Background: an optimization exercise with open tools, aiming at small area, a short achievable clock period and few clock cycles per item. Do not read the settings as production practice.
The RTL was checked by simulation tests, not by an equivalence proof against the original design.
Power and IR drop assume default switching activity.

===== design/flow/design.v =====
`timescale 1ns / 1ps
module RAM #(
    parameter DATA_WIDTH = 8,
    parameter ADDR_WIDTH = 8
) (
    input wire Clk,
    input wire [ADDR_WIDTH-1:0] Addr,
    input wire Write,
    input wire [DATA_WIDTH-1:0] Input,
    output reg [DATA_WIDTH-1:0] Output
);
    reg [DATA_WIDTH-1:0] Memory [0:(1<<ADDR_WIDTH)-1]; 
    always @(posedge Clk)
    begin
        if(Write)
            begin
                Memory[Addr] <= Input;
            end
        else
            begin
                Output <= Memory[Addr];
            end     
    end
endmodule
`timescale 1ns / 1ps
module Multiplier
#(
    parameter DATA_WIDTH = 16
)
(
   input wire [DATA_WIDTH-1:0] InputA,
   input wire [DATA_WIDTH-1:0] InputB,
   input wire Start,
   input wire Clk,
   input wire Reset,
   output reg [(2*DATA_WIDTH)-1:0] Product,
   output wire Ready
);
   reg [DATA_WIDTH:0] InputACopy;
   reg [(2*DATA_WIDTH)-1:0] InputBCopy;
   reg [$clog2(DATA_WIDTH):0] Bit; 
   assign Ready = (Bit == 0);
   always @(posedge Clk)
   begin
        if(Reset)
            begin
                Bit <= 0;
            end
        else if(Ready && Start)
        begin
                Bit <= DATA_WIDTH;
                Product <= 0;
                InputBCopy <= { {DATA_WIDTH{1'd0}}, InputB };
                InputACopy <= InputA;
            end
        else if(Bit)
            begin
                if(InputACopy[0] == 1'b1)
                begin
                    Product <= Product + InputBCopy;
                end
                InputACopy <= InputACopy >> 1;
                InputBCopy <= InputBCopy << 1;
                Bit <= Bit - 1;
            end
   end
endmodule
`timescale 1ns / 1ps
module SignDivider
#(
    parameter INPUT_BIT_WIDTH = 8
)
(
    input wire Clk,
    input wire Reset,
    input wire Start,
    input wire Sign,
    input wire [INPUT_BIT_WIDTH-1:0] Dividend,
    input wire [INPUT_BIT_WIDTH-1:0] Divider,
    output reg [INPUT_BIT_WIDTH-1:0] Quotient,
    output wire [INPUT_BIT_WIDTH-1:0] Remainder,
    output wire Ready
);
    reg [INPUT_BIT_WIDTH-1:0] QuotientBuf;
    reg [INPUT_BIT_WIDTH*2-1:0] DividendBuf;
    reg [INPUT_BIT_WIDTH*2-1:0] DividerBuf;
    reg [INPUT_BIT_WIDTH*2-1:0] Diff;
    reg [INPUT_BIT_WIDTH-1:0] NextQuotientBuf;
    reg [5:0] Bit; 
    reg OutputNegative;
    assign Ready = !Bit;
    assign Remainder = (!OutputNegative)?
      (DividendBuf[INPUT_BIT_WIDTH-1:0]):
      (~DividendBuf[INPUT_BIT_WIDTH-1:0] + 1'b1);
    always @(*)
        begin
            Diff = DividendBuf - DividerBuf;
            NextQuotientBuf = {QuotientBuf[INPUT_BIT_WIDTH-2:0], !Diff[INPUT_BIT_WIDTH*2-1]};
        end
    always @(posedge Clk)
        if(Reset)
            begin
                Bit <= 0;
            end
        else if(Ready && Start)
            begin
                Bit <= INPUT_BIT_WIDTH;
                Quotient <= 0;
                QuotientBuf <= 0;
                DividendBuf <= (!Sign || !Dividend[INPUT_BIT_WIDTH-1])?
                    (
                        {{INPUT_BIT_WIDTH{1'd0}},Dividend}
                    ):( 
                        {{INPUT_BIT_WIDTH{1'd0}},~Dividend + 1'b1}
                    );
                DividerBuf <= (!Sign || !Divider[INPUT_BIT_WIDTH-1])?
                    (
                        {1'b0,Divider,{(INPUT_BIT_WIDTH-1){1'd0}}}
                    ):( 
                        {1'b0,~Divider + 1'b1,{(INPUT_BIT_WIDTH-1){1'd0}}}
                    );
                OutputNegative <= (
                        Sign &&
                        (
                            (Divider[INPUT_BIT_WIDTH-1] && !Dividend[INPUT_BIT_WIDTH-1]) 
                            || (!Divider[INPUT_BIT_WIDTH-1] && Dividend[INPUT_BIT_WIDTH-1])
                        )
                    );
        end 
        else if(Bit > 0)
            begin
                QuotientBuf <= NextQuotientBuf;
                if(!Diff[INPUT_BIT_WIDTH*2-1])
                    begin
                        DividendBuf <= Diff;
                    end
                Quotient <= (!OutputNegative)?
                    (NextQuotientBuf):
                    (~NextQuotientBuf + 1'b1);
                DividerBuf <= DividerBuf >> 1;
                Bit <= Bit - 1'b1;
        end
endmodule
`timescale 1ns / 1ps
module MiniCalc2Core
#(
    parameter INSTR_BIT_WIDTH  = 8,
    parameter INPUT_BIT_WIDTH = 32,
    parameter STACK_ADDR_SIZE = 5,
    parameter STATE_BIT_WIDTH = 4,
    parameter CODE_INSTR_NOP    = 8'b00001111,
    parameter CODE_INSTR_ECHO   = 8'b00011111,
    parameter CODE_INSTR_PUSH   = 8'b00000001,
    parameter CODE_INSTR_POP    = 8'b00000010,
    parameter CODE_INSTR_COPY   = 8'b00000011,
    parameter CODE_INSTR_ADD    = 8'b00000100,
    parameter CODE_INSTR_SUB    = 8'b00000101,
    parameter CODE_INSTR_MUL    = 8'b00000110,
    parameter CODE_INSTR_DIV    = 8'b00001000,
    parameter CODE_INSTR_SWAP   = 8'b00001001,
    parameter CODE_INSTR_MOD    = 8'b00001010,
    parameter CODE_INSTR_GET    = 8'b00100000,
    parameter CODE_INSTR_LEN    = 8'b00100010,
    parameter CODE_INSTR_FLA    = 8'b00100100,
    parameter CODE_INSTR_ADDROT = 8'b00100001,
    parameter CODE_INSTR_CLS    = 8'b10000000,
    parameter STATE_IDLE = 0,
    parameter STATE_FETCH_OUT = 1,
    parameter STATE_FETCH_SEC = 2,
    parameter STATE_WAIT_DIV = 3,
    parameter STATE_WAIT_MOD = 4,
    parameter STATE_WAIT_MUL = 5,
    parameter STATE_EXECUTING_DIV = 6,
    parameter STATE_EXECUTING_MOD = 7,
    parameter STATE_EXECUTING_MUL = 8,
    parameter STATE_WAIT_MUL_INIT = 9
)
(
    input wire Clk,
    input wire Reset,
    input wire [0:INSTR_BIT_WIDTH-1] Instruction,
    input wire [0:INPUT_BIT_WIDTH-1] InputA,
    output reg [0:INPUT_BIT_WIDTH-1] OutputA,
    output reg [0:INPUT_BIT_WIDTH-1] StackFirst,
    output reg [0:INPUT_BIT_WIDTH-1] StackSecond,
    output reg [0:STACK_ADDR_SIZE-1] StackSize,
    input wire Execute,
    output wire Ready,
    output wire StackEmpty,
    output wire OperationalError,
    output reg ErrorStackUnderflow,
    output reg ErrorInvalidArg,
    output reg ErrorInvalidInstr,
    output reg ErrorOverflow
);
    reg [0:STATE_BIT_WIDTH-1] State;
    reg WaitFlag;
    reg RamWrite;
    reg [0:STACK_ADDR_SIZE-1] RamAddr;
    reg [INPUT_BIT_WIDTH-1:0] RamInput;
    wire [INPUT_BIT_WIDTH-1:0] RamOutput;
    assign Ready = ( State == STATE_IDLE && !WaitFlag );
    assign StackEmpty = (StackSize == 0);
    assign OperationalError = ( ErrorStackUnderflow | ErrorInvalidArg | ErrorInvalidInstr | ErrorOverflow );
    RAM #(
        .DATA_WIDTH(INPUT_BIT_WIDTH),
        .ADDR_WIDTH(STACK_ADDR_SIZE)
    ) ramModule (
        .Clk(Clk),
        .Addr(RamAddr),
        .Write(RamWrite),
        .Input(RamInput),
        .Output(RamOutput)
    );
    reg [0:INPUT_BIT_WIDTH-1] DividerInputA;
    reg [0:INPUT_BIT_WIDTH-1] DividerInputB;
    wire [0:INPUT_BIT_WIDTH-1] DividerQuotient;
    wire [0:INPUT_BIT_WIDTH-1] DividerRemainder;
    wire DividerReady;
    reg DividerStart;
    SignDivider #(
        .INPUT_BIT_WIDTH(INPUT_BIT_WIDTH)
    ) dividerModule (
        .Clk(Clk),
        .Reset(Reset),
        .Start(DividerStart),
        .Sign(1'b1),
        .Dividend(DividerInputA),
        .Divider(DividerInputB),
        .Quotient(DividerQuotient),
        .Remainder(DividerRemainder),
        .Ready(DividerReady)
    );
    reg [0:INPUT_BIT_WIDTH-1] MultiplierInputA;
    reg [0:INPUT_BIT_WIDTH-1] MultiplierInputB;
    wire [0:(2*INPUT_BIT_WIDTH-1)] MultiplierProduct;
    reg MultiplierStart;
    wire MultiplierReady;
    Multiplier #(
       .DATA_WIDTH(INPUT_BIT_WIDTH)
    ) multiplierModule (
       .Clk(Clk),
       .Reset(Reset),
       .InputA(MultiplierInputA),
       .InputB(MultiplierInputB),
       .Product(MultiplierProduct),
       .Start(MultiplierStart),
       .Ready(MultiplierReady)
    );
    reg [0:STACK_ADDR_SIZE-1] StackTraversePointer;
    always @(posedge Clk)
    begin
        RamWrite <= 0;
        if(Reset)
            begin
                State <= STATE_IDLE;
                WaitFlag <= 0;
                StackSize <= 0;
                StackFirst <= 0;
                StackSecond <= 0;
                OutputA <= 0;
                ErrorStackUnderflow <= 0;
                ErrorInvalidArg <= 0;
                ErrorInvalidInstr <= 0;
                ErrorOverflow <= 0;
                MultiplierStart <= 0;
                DividerStart <= 0;
            end
        else if(WaitFlag)
            begin
                WaitFlag <= 0;
                RamWrite <= 0;
            end
        else if(State == STATE_EXECUTING_DIV)
            begin
                if(DividerReady)
                    begin
                        StackFirst <= DividerQuotient;
                        StackSecond <= 0;
                        OutputA <= 0;
                        if(StackSize >= 3)
                            begin
                                State <= STATE_FETCH_SEC;
                                WaitFlag <= 1;
                                RamWrite <= 0;
                                RamAddr <= StackSize-3;
                            end
                        else
                            begin
                                State <= STATE_IDLE;
                                StackSecond <= 0;
                            end
                        StackSize <= StackSize-1;
                    end
            end
        else if(State == STATE_WAIT_DIV)
            begin
                if(DividerReady)
                    begin
                        State <= STATE_EXECUTING_DIV;
                        DividerStart <= 0;
                    end
            end
        else if(State == STATE_EXECUTING_MOD)
            begin
              if(DividerReady)
                begin
                StackFirst <= DividerRemainder;
                StackSecond <= 0;
                OutputA <= 0;
                if(StackSize >= 3)
                    begin
                        State <= STATE_FETCH_SEC;
                        WaitFlag <= 1;
                        RamWrite <= 0;
                        RamAddr <= StackSize-3;
                    end
                else
                    begin
                        State <= STATE_IDLE;
                        StackSecond <= 0;
                    end
                StackSize <= StackSize-1;
                end
            end
        else if(State == STATE_WAIT_MOD) 
            begin
                if(DividerReady)
                    begin
                        State <= STATE_EXECUTING_MOD;
                        DividerStart <= 0;
                    end
            end
        else if(State == STATE_EXECUTING_MUL)
            begin
                MultiplierStart <= 0;
                if(MultiplierReady)
                    begin
                        StackFirst <= MultiplierProduct;
                        OutputA <= 0;
                        StackSecond <= 0;
                        if(StackSize >= 3)
                            begin
                                State <= STATE_FETCH_SEC;
                                WaitFlag <= 1;
                                RamWrite <= 0;
                                RamAddr <= StackSize-3;
                            end
                        else
                            begin
                                State <= STATE_IDLE;
                                StackSecond <= 0;
                            end
                        StackSize <= StackSize-1;
                    end
            end
        else if(State == STATE_WAIT_MUL_INIT)
            begin
                if(!MultiplierReady)
                    begin
                        MultiplierStart <= 0;
                        State <= STATE_EXECUTING_MUL;
                    end
            end
        else if(State == STATE_WAIT_MUL)
            begin
                if(MultiplierReady)
                    begin
                        State <= STATE_WAIT_MUL_INIT;
                        MultiplierInputA <= StackFirst;
                        MultiplierInputB <= StackSecond;
                        MultiplierStart <= 1;
                    end
                else
                    begin
                        MultiplierStart <= 0;
                    end
            end
        else if(State == STATE_FETCH_SEC)
            begin
                State <= STATE_IDLE;
                StackSecond <= RamOutput;
            end
        else if(State == STATE_FETCH_OUT)
            begin
                State <= STATE_IDLE;
                OutputA <= RamOutput;
            end
        else if(State == STATE_IDLE && Execute)
            begin
                casez(Instruction)
                    CODE_INSTR_CLS:
                        begin
                            ErrorStackUnderflow <= 0;
                            ErrorInvalidArg <= 0;
                            ErrorInvalidInstr <= 0;
                            ErrorOverflow <= 0;
                            State <= STATE_IDLE;
                            StackSize <= 0;
                            StackFirst <= 0;
                            StackSecond <= 0;
                            OutputA <= 0;
                            RamWrite <= 0;
                            RamAddr <= 0;
                        end
                    CODE_INSTR_ECHO:
                        begin
                            ErrorStackUnderflow <= 0;
                            ErrorInvalidArg <= 0;
                            ErrorInvalidInstr <= 0;
                            ErrorOverflow <= 0;
                            State <= STATE_IDLE;
                            StackSize <= 0;
                            StackFirst <= InputA;
                            StackSecond <= 0;
                            OutputA <= InputA;
                        end
                    CODE_INSTR_NOP:
                        begin
                            ErrorStackUnderflow <= 0;
                            ErrorInvalidArg <= 0;
                            ErrorInvalidInstr <= 0;
                            ErrorOverflow <= 0;
                            State <= STATE_IDLE;
                            OutputA <= 0;
                        end
                    CODE_INSTR_ADDROT:
                        begin
                            if(StackSize > 0)
                                begin
                                    State <= STATE_IDLE;
                                    ErrorStackUnderflow <= 0;
                                    ErrorInvalidArg <= 0;
                                    ErrorInvalidInstr <= 0;
                                    ErrorOverflow <= 0;
                                    StackFirst <= { StackFirst[INPUT_BIT_WIDTH-23:INPUT_BIT_WIDTH-1], InputA[INPUT_BIT_WIDTH-8:INPUT_BIT_WIDTH-1] };
                                    OutputA <= 0;
                                end
                            else
                                begin
                                    ErrorStackUnderflow <= 1;
                                    ErrorInvalidArg <= 0;
                                    ErrorInvalidInstr <= 0;
                                    ErrorOverflow <= 0;
                                end
                        end
                    CODE_INSTR_PUSH:
                        begin
                            if(StackSize >= (1<<STACK_ADDR_SIZE) - 1)
                                begin
                                    ErrorStackUnderflow <= 0;
                                    ErrorInvalidArg <= 0;
                                    ErrorInvalidInstr <= 0;
                                    ErrorOverflow <= 1;
                                    State <= STATE_IDLE;
                                end
                            else
                                begin
                                    ErrorStackUnderflow <= 0;
                                    ErrorInvalidArg <= 0;
                                    ErrorInvalidInstr <= 0;
                                    ErrorOverflow <= 0;
                                    State <= STATE_IDLE;
                                    WaitFlag <= 1;
                                    StackFirst <= InputA;
                                    StackSecond <= StackFirst;
                                    OutputA <= InputA;
                                    if(StackSize >= 2)
                                        begin
                                            RamWrite <= 1;
                                            RamAddr <= StackSize-2;
                                            RamInput <= StackSecond;
                                        end
                                    StackSize <= StackSize+1;
                                end
                        end
                    CODE_INSTR_POP:
                        begin
                            if(StackSize == 0)
                                begin
                                    ErrorStackUnderflow <= 1;
                                    ErrorInvalidArg <= 0;
                                    ErrorInvalidInstr <= 0;
                                    ErrorOverflow <= 0;
                                    StackSize <= 0;
                                    StackFirst <= 0;
                                    StackSecond <= 0;
                                    OutputA <= 0;
                                    State <= STATE_IDLE;
                                end
                            else if(StackSize == 1)
                                begin
                                    ErrorStackUnderflow <= 0;
                                    ErrorInvalidArg <= 0;
                                    ErrorInvalidInstr <= 0;
                                    ErrorOverflow <= 0;
                                    StackSize <= 0;
                                    StackFirst <= 0;
                                    StackSecond <= 0;
                                    OutputA <= 0;
                                    State <= STATE_IDLE;
                                end
                            else if(StackSize == 2)
                                begin
                                    ErrorStackUnderflow <= 0;
                                    ErrorInvalidArg <= 0;
                                    ErrorInvalidInstr <= 0;
                                    ErrorOverflow <= 0;
                                    StackSize <= 1;
                                    StackFirst <= StackSecond;
                                    StackSecond <= 0;
                                    OutputA <= StackSecond;
                                    State <= STATE_IDLE;
                                end
                           else
                                begin
                                    ErrorStackUnderflow <= 0;
                                    ErrorInvalidArg <= 0;
                                    ErrorInvalidInstr <= 0;
                                    ErrorOverflow <= 0;
                                    State <= STATE_FETCH_SEC;
                                    WaitFlag <= 1;
                                    StackSize <= StackSize - 1;
                                    StackFirst <= StackSecond;
                                    OutputA <= StackSecond;
                                    StackSecond <= 0;
                                    RamWrite <= 0;
                                    RamAddr <= StackSize-3;
                                end
                        end
                    CODE_INSTR_COPY:
                        begin
                            if(StackSize >= (1<<STACK_ADDR_SIZE) - 1)
                                begin
                                    ErrorStackUnderflow <= 0;
                                    ErrorInvalidArg <= 0;
                                    ErrorInvalidInstr <= 0;
                                    ErrorOverflow <= 1;
                                    State <= STATE_IDLE;
                                end
                            else if(StackSize > 0)
                                begin
                                    ErrorStackUnderflow <= 0;
                                    ErrorInvalidArg <= 0;
                                    ErrorInvalidInstr <= 0;
                                    ErrorOverflow <= 0;
                                    State <= STATE_IDLE;
                                    WaitFlag <= 1;
                                    StackSecond <= StackFirst;
                                    OutputA <= StackFirst;
                                    if(StackSize >= 2)
                                        begin
                                            RamWrite <= 1;
                                            RamAddr <= StackSize-2;
                                            RamInput <= StackSecond;
                                        end
                                   StackSize <= StackSize+1;
                                end
                            else    
                                begin
                                    ErrorStackUnderflow <= 1;
                                    ErrorInvalidArg <= 0;
                                    ErrorInvalidInstr <= 0;
                                    ErrorOverflow <= 0;
                                end
                        end
                    CODE_INSTR_SWAP:
                        begin
                            if(StackSize > 1)
                                begin
                                    ErrorStackUnderflow <= 0;
                                    ErrorInvalidArg <= 0;
                                    ErrorInvalidInstr <= 0;
                                    ErrorOverflow <= 0;
                                    State <= STATE_IDLE;
                                    StackFirst <= StackSecond;
                                    StackSecond <= StackFirst;
                                    OutputA <= StackSecond;
                                end
                            else
                                begin
                                    ErrorStackUnderflow <= 1;
                                    ErrorInvalidArg <= 0;
                                    ErrorInvalidInstr <= 0;
                                    ErrorOverflow <= 0;
                                end
                        end
                    CODE_INSTR_GET:
                        begin
                            if(InputA >= StackSize)
                                begin
                                    State <= STATE_IDLE;
                                    OutputA <= 0;
                                end
                            else if(InputA == StackSize-1)
                                begin
                                    State <= STATE_IDLE;
                                    OutputA <= StackFirst;
                                end
                            else if(InputA == StackSize-2)
                                begin
                                    State <= STATE_IDLE;
                                    OutputA <= StackSecond;
                                end
                            else
                                begin
                                    State <= STATE_FETCH_OUT;
                                    WaitFlag <= 1;
                                    RamWrite <= 0;
                                    RamAddr <= InputA;
                                    OutputA <= 0;
                                end
                        end
                    CODE_INSTR_LEN:
                        begin
                            State <= STATE_IDLE;
                            OutputA <= StackSize;
                        end
                    CODE_INSTR_FLA:
                        begin
                            State <= STATE_IDLE;
                            OutputA <= { StackEmpty, ErrorStackUnderflow, ErrorInvalidArg, ErrorInvalidInstr, ErrorOverflow };
                        end
                    CODE_INSTR_ADD, CODE_INSTR_SUB, CODE_INSTR_MUL, CODE_INSTR_MOD, CODE_INSTR_DIV:
                        begin
                            if(StackSize > 1)
                                begin
                                    if(Instruction == CODE_INSTR_ADD)
                                        begin
                                            ErrorStackUnderflow <= 0;
                                            ErrorInvalidArg <= 0;
                                            ErrorInvalidInstr <= 0;
                                            ErrorOverflow <= 0;
                                            StackFirst <= StackSecond + StackFirst;
                                            OutputA <= 0;
                                            StackSecond <= 0;
                                            if(StackSize >= 3)
                                                begin
                                                    State <= STATE_FETCH_SEC;
                                                    WaitFlag <= 1;
                                                    RamWrite <= 0;
                                                    RamAddr <= StackSize-3;
                                                end
                                            else
                                                begin
                                                    State <= STATE_IDLE;
                                                    StackSecond <= 0;
                                                end
                                            StackSize <= StackSize-1;
                                        end
                                    else if(Instruction == CODE_INSTR_SUB)
                                        begin
                                            if(StackSecond < StackFirst)
                                                begin
                                                    ErrorStackUnderflow <= 0;
                                                    ErrorInvalidArg <= 1;
                                                    ErrorInvalidInstr <= 0;
                                                    ErrorOverflow <= 0;
                                                    OutputA <= 0;
                                                end
                                            else
                                                begin
                                                    ErrorStackUnderflow <= 0;
                                                    ErrorInvalidArg <= 0;
                                                    ErrorInvalidInstr <= 0;
                                                    ErrorOverflow <= 0;
                                                    StackFirst <= StackSecond - StackFirst;
                                                    OutputA <= 0;
                                                    StackSecond <= 0;
                                                    if(StackSize >= 3)
                                                        begin
                                                            State <= STATE_FETCH_SEC;
                                                            WaitFlag <= 1;
                                                            RamWrite <= 0;
                                                            RamAddr <= StackSize-3;
                                                        end
                                                    else
                                                        begin
                                                            State <= STATE_IDLE;
                                                            StackSecond <= 0;
                                                        end
                                                    StackSize <= StackSize-1;
                                                end
                                        end
                                    else if(Instruction == CODE_INSTR_MUL)
                                        begin
                                            ErrorStackUnderflow <= 0;
                                            ErrorInvalidArg <= 0;
                                            ErrorInvalidInstr <= 0;
                                            ErrorOverflow <= 0;
                                            State <= STATE_WAIT_MUL;
                                        end
                                    else if(Instruction == CODE_INSTR_MOD)
                                        begin
                                            if(StackFirst == 0)
                                                begin
                                                    ErrorStackUnderflow <= 0;
                                                    ErrorInvalidArg <= 1;
                                                    ErrorInvalidInstr <= 0;
                                                    ErrorOverflow <= 0;
                                                    OutputA <= 0;
                                                end
                                            else
                                                begin
                                                    ErrorStackUnderflow <= 0;
                                                    ErrorInvalidArg <= 0;
                                                    ErrorInvalidInstr <= 0;
                                                    ErrorOverflow <= 0;
                                                    State <= STATE_WAIT_MOD;
                                                    DividerInputA <= StackSecond;
                                                    DividerInputB <= StackFirst;
                                                    DividerStart <= 1;
                                                end
                                        end
                                    else if(Instruction == CODE_INSTR_DIV)
                                        begin
                                            if(StackFirst == 0)
                                                begin
                                                    ErrorStackUnderflow <= 0;
                                                    ErrorInvalidArg <= 1;
                                                    ErrorInvalidInstr <= 0;
                                                    ErrorOverflow <= 0;
                                                    OutputA <= 0;
                                                end
                                            else
                                                begin
                                                    ErrorStackUnderflow <= 0;
                                                    ErrorInvalidArg <= 0;
                                                    ErrorInvalidInstr <= 0;
                                                    ErrorOverflow <= 0;
                                                    State <= STATE_WAIT_DIV;
                                                    DividerInputA <= StackSecond;
                                                    DividerInputB <= StackFirst;
                                                    DividerStart <= 1;
                                                end
                                        end
                                end
                            else
                                begin
                                    ErrorStackUnderflow <= 1;
                                    ErrorInvalidArg <= 0;
                                    ErrorInvalidInstr <= 0;
                                    ErrorOverflow <= 0;
                                    OutputA <= 0;
                                end
                        end
                    default:
                        begin
                            State <= STATE_IDLE;
                            ErrorStackUnderflow <= 0;
                            ErrorInvalidArg <= 0;
                            ErrorInvalidInstr <= 1;
                            ErrorOverflow <= 0;
                            OutputA <= 0;
                        end
                endcase
            end
    end 
endmodule

===== design/flow/run.sh =====
#!/bin/bash
# synth_recipe.tcl (not shown) runs the flow's synth.tcl, then flattens the netlist and writes it again
# the make line also repeats each setting of config.mk as NAME=value (left out here)
make -C /OpenROAD-flow-scripts/flow DESIGN_CONFIG=/design/flow/config.mk WORK_HOME=/design/flow/orfs CLKGATE_MAP_FILE= SYNTH_SCRIPT=/design/flow/synth_recipe.tcl finish

===== design/flow/config.mk =====
export PLATFORM = sky130hd
export DESIGN_NAME = MiniCalc2Core
export DESIGN_NICKNAME = MiniCalc2Core
export VERILOG_FILES = /design/flow/design.v
export SDC_FILE = /design/flow/constraint.sdc
export NUM_CORES = 4
export LEC_CHECK = 0
export CAP_MARGIN = 20
export CORE_MARGIN = 2
export CORE_UTILIZATION = 40
export PLACE_DENSITY = 0.6
export SLEW_MARGIN = 20

===== design/flow/constraint.sdc =====
create_clock -name core_clock -period 10.0 [get_ports {Clk}]
set_input_delay 2.0000 -clock core_clock [delete_from_list [all_inputs] [get_ports {Clk}]]
set_output_delay 2.0000 -clock core_clock [all_outputs]
set_load 0.01 [all_outputs]

==> notes.md <==
[cells in the mapped netlist (all sizes together), types with 32 or more instances]
library cell	number
nand3	71
a21o	80
dfxtp	125
a21oi	330
or3	44
nor3	91
a211oi	55
o211ai	80
xnor2	93
or4	32
a221oi	44
buf	49
mux4	256
ha	178
nor4	45
a22oi	220
o21a	36
a22o	43
o21ai	214
clkbuf	269
nor2	410
nand4	62
o31ai	61
inv	176
nand2b	36
nand2	492
edfxtp	1506
and2	48
xor2	119
[cell families (layout without fill, tap and decap cells)]
kind of cell,count (synthesis),in the layout
XOR/XNOR,212,212
AO/OA/AOI/OAI,1399,1399
multiplexers,288,288
other,0,17
flip-flops,1631,1631
adder cells (fa/ha/maj),182,182
AND/OR/NAND/NOR,1437,1437
buffers and inverters,495,789
[layout make-up]
type | instances | area, sq um | share of cell area
Sequential cell | 1631 | 47700 | 0.552
Tap cell | 2495 | 3120 | 0.0361
Timing Repair Buffer | 306 | 2700 | 0.0312
Clock buffer | 211 | 4560 | 0.0527
Antenna cell | 17 | 42.5 | 0.000492
Multi-Input combinational cell | 3518 | 26800 | 0.310
Clock inverter | 95 | 868 | 0.0100
Inverter | 177 | 664 | 0.00768
[worst max-delay path: cells and delay by family, from the launching register on]
kind | cells | cell delay (ns)
AND/OR/NAND/NOR | 4 | 1.29
buffers and inverters | 1 | 0.28
flip-flops | 1 | 0.94
adder cells (fa/ha/maj) | 1 | 0.52
AO/OA/AOI/OAI | 5 | 2.33
[worst max path at each step]
stage	from	endpoint	slack, ns	cells after the start
6_report	StackFirst[16]	RamAddr[1]	4.23	11
5_1_grt	dividerModule.DividendBuf[0]	dividerModule.Quotient[28]	4.15	18
4_1_cts	StackFirst[16]	RamAddr[3]	4.42	11
3_5_place_dp	Instruction[6]	OutputA[25]	3.96	10
3_3_place_gp	Instruction[2]	OutputA[1]	3.98	10
2_1_floorplan	Reset	dividerModule.DividendBuf[0]	0.60	3
[report_power, final]
part / switching [mW] / internal, mW
Sequential: 0.481 / 8.29
Clock: 2.74 / 3.51
Combinational: 2.80 / 1.69
[routing by layer]
metal,track usage,vias to the layer above,share of wire
met5,0,-,0.00020
met4,0.154,8,0.065
met3,0.0579,633,0.096
met2,0.411,2891,0.45
met1,0.357,27000,0.39
li1,-,22400,-
==> notes.md <==
- Status: timing/DRC/antenna clean
- XOR/XNOR Fraction of Synth Area: 0.0244
- Final hold slack: 0.470 ns
- Post-CTS sizing: 0
- FMAX: roughly 170 MHz
- CP cell instances: inv_1 -> ha_1 -> nand2_1 -> or2_0 -> a31o_2 -> a21oi_1 -> a31oi_1 -> o31a_1 -> a21oi_1 -> nor2_1 -> nor4_1
- Post-synthesis simple-gate area fraction: 0.0877
- First-pass GRT wire length: 373 mm
- Synth top area share: 0.595
- Layout Nets: 6030
- HPWL after detailed placement: between 150 and 200 mm
- Final Cell Area: 86500 sq um
- CTS sink cnt: ~1600
- CP endpoint kind: flip-flop
- Most used cell, CP: a21oi_1
- Flip-flop count of the largest register after layout: ~1000
- Post-CTS Hold Fix Bufs: 0
- Initial antenna violation count: 17
- CP Class: reg2reg
- Final Hold Viols: 0
- Syn nets: roughly 6000
- Sequential share of the synthesized area: 0.628
- Cell accounting for the most synthesized area: edfxtp_1
- VDD IR-drop max: ~0.0002 V
- Worst hold stages: 2
- Synthesis-to-layout area growth: 13.9%
- Post-Syn Instances: 5644
- Proportion of synthesized area in mux cells: 0.0803
- Hold Crit Class: reg2reg
- Tmin final: between 5 and 6 ns
- Clock Path Buffers: 3
- Leading cell types in the layout, fill and taps excluded: edfxtp_1, nand2_1, nor2_1, a21oi_1, mux4_2
- Synth area leaders: edfxtp_1, mux4_2, dfxtp_1
- Most flops, register: ramModule.Memory
- WL/cell: 31.4 um
- Residual DRC: 0
- Final-report setup violation count: 0
- Root Driver: clkbuf_16
- Worst path arrival time: slightly above 6 ns
- CTS Buf Count: about 170
- PD cells: ~230 nW/um^2
- Pre-CTS setup slack: approximately 4.0 ns
- Die Width: ~440 um
- Final total power: 19.5 mW
- Fill cells: between 15000 and 20000
- Post-Syn Area: about 76000 sq um
- Crit-path slowest cell: dfxtp_1
- Max_cap viols: 0
- Final Instance Count excl. Fillers: about 8500
- Final wirelength: between 200 and 300 mm
- CTS tree: done
- R2r endpoint: RamAddr[1]
- Critical-path maximum fanout: 9
- Reg2reg path depth: 11
- Ys flop type: edfxtp_1
- Asr flop ratio synth: 0
- RSZ-0062 raised after global routing: false
- Synth Area in Adders: 0.0304
- Final core utilization: 0.460
- Req. time, crit path: between 10 and 15 ns
- Largest family of logic cells by synthesized area: compound AO/OA/AOI/OAI gates
- Min-delay src: dividerModule.Bit[4]
- Clock Skews: 0.0546 ns
- FP Rows: approximately 160
- Complex-gate fraction of the synthesized area: 0.125
- Pleak: 28.1 nW
- FF-to-FF setup slack: between 4 and 5 ns
- Least-Margin Pin Slew: between 1 and 1.5 ns
- Worst-Skew Late Latency: around 0.85 ns
- Synth cell types: 86
- Commonest non-fill, non-tap cell in the layout: edfxtp_1
- Clk slew on worst S/H paths: approximately 0.060 ns
- H-tree levels: 4
- Total track usage: 0.270
- Final GP Congestion: just over 1
- Worst r2r src: StackFirst[16]
- Die height: 440 um
- Vias in the first global route: 50500
- Initial Utilization: 0.404
- Final Cycle Share: 0.577
- Setup TNS: 0 ns
- Synth warnings: 4
- Placed instance area: between 80000 and 90000 sq um
- Top Ports: roughly 150
- Setup bufs post-CTS: 0
- DP Cell Count: slightly above 8000
- Post-route setup slack: about 4.2 ns
- Slowest stage delay, CP: 0.94 ns
- Number of flops mapped to enable cells by yosys: around 1500
- ANT nets after route: 0
- Setup crit start kind: flip-flop
- Slew Limit Headroom: 0.202
- Registers with the most flip-flops: ramModule.Memory (1024), dividerModule.DividendBuf (63), dividerModule.DividerBuf (63)
- First-pass DRT Iterations: 7
- Fraction of layout cells with a size suffix above 1: 0.128
- DR iter-0 viols: just under 7000
- Synthesized area per cell: 13.5 sq um
- Hold Path Sink: dividerModule.Bit[4]
- Die area: about 190000 sq um
- IO Port Bufs: 150
- Core Box Area: between 150000 and 200000 sq um
- Overflow left after global routing: 0
- Seq cells post-synth: roughly 1600
- Vias/cell: roughly 6.3
- Vias after detailed routing: 52900
- Largest net degree at the start of global routing: between 100 and 150
- Slew Limit Fails: 0
Testbench counts, summed over its fixed seeds: cycles 60,027, instrs 6,400.

what the ideal ports hide:
How much do the figures lean on ideal ports? The routed layout below was timed once more, with nothing changed but the port constraints. Step 1 assumes that a clkbuf_16 drives the clock port and a buf_2 every other input. Step 2 moves the port delays by t, midway between the first and last clock arrival at a register: inputs arrive t later, outputs are due t later. That takes back most of the time a late clock gives input paths. Three values: ideal ports, drivers, drivers and shift; two values: the first two.
shift t [ns]: 0.914
setup WS [ns]: 4.234 / 4.234 / 3.758
worst setup path after step 2: input to register
After both steps setup and hold are still met in this run. The setup slack of this run moves by 0.000 ns with the drivers and by -0.476 ns with both steps.
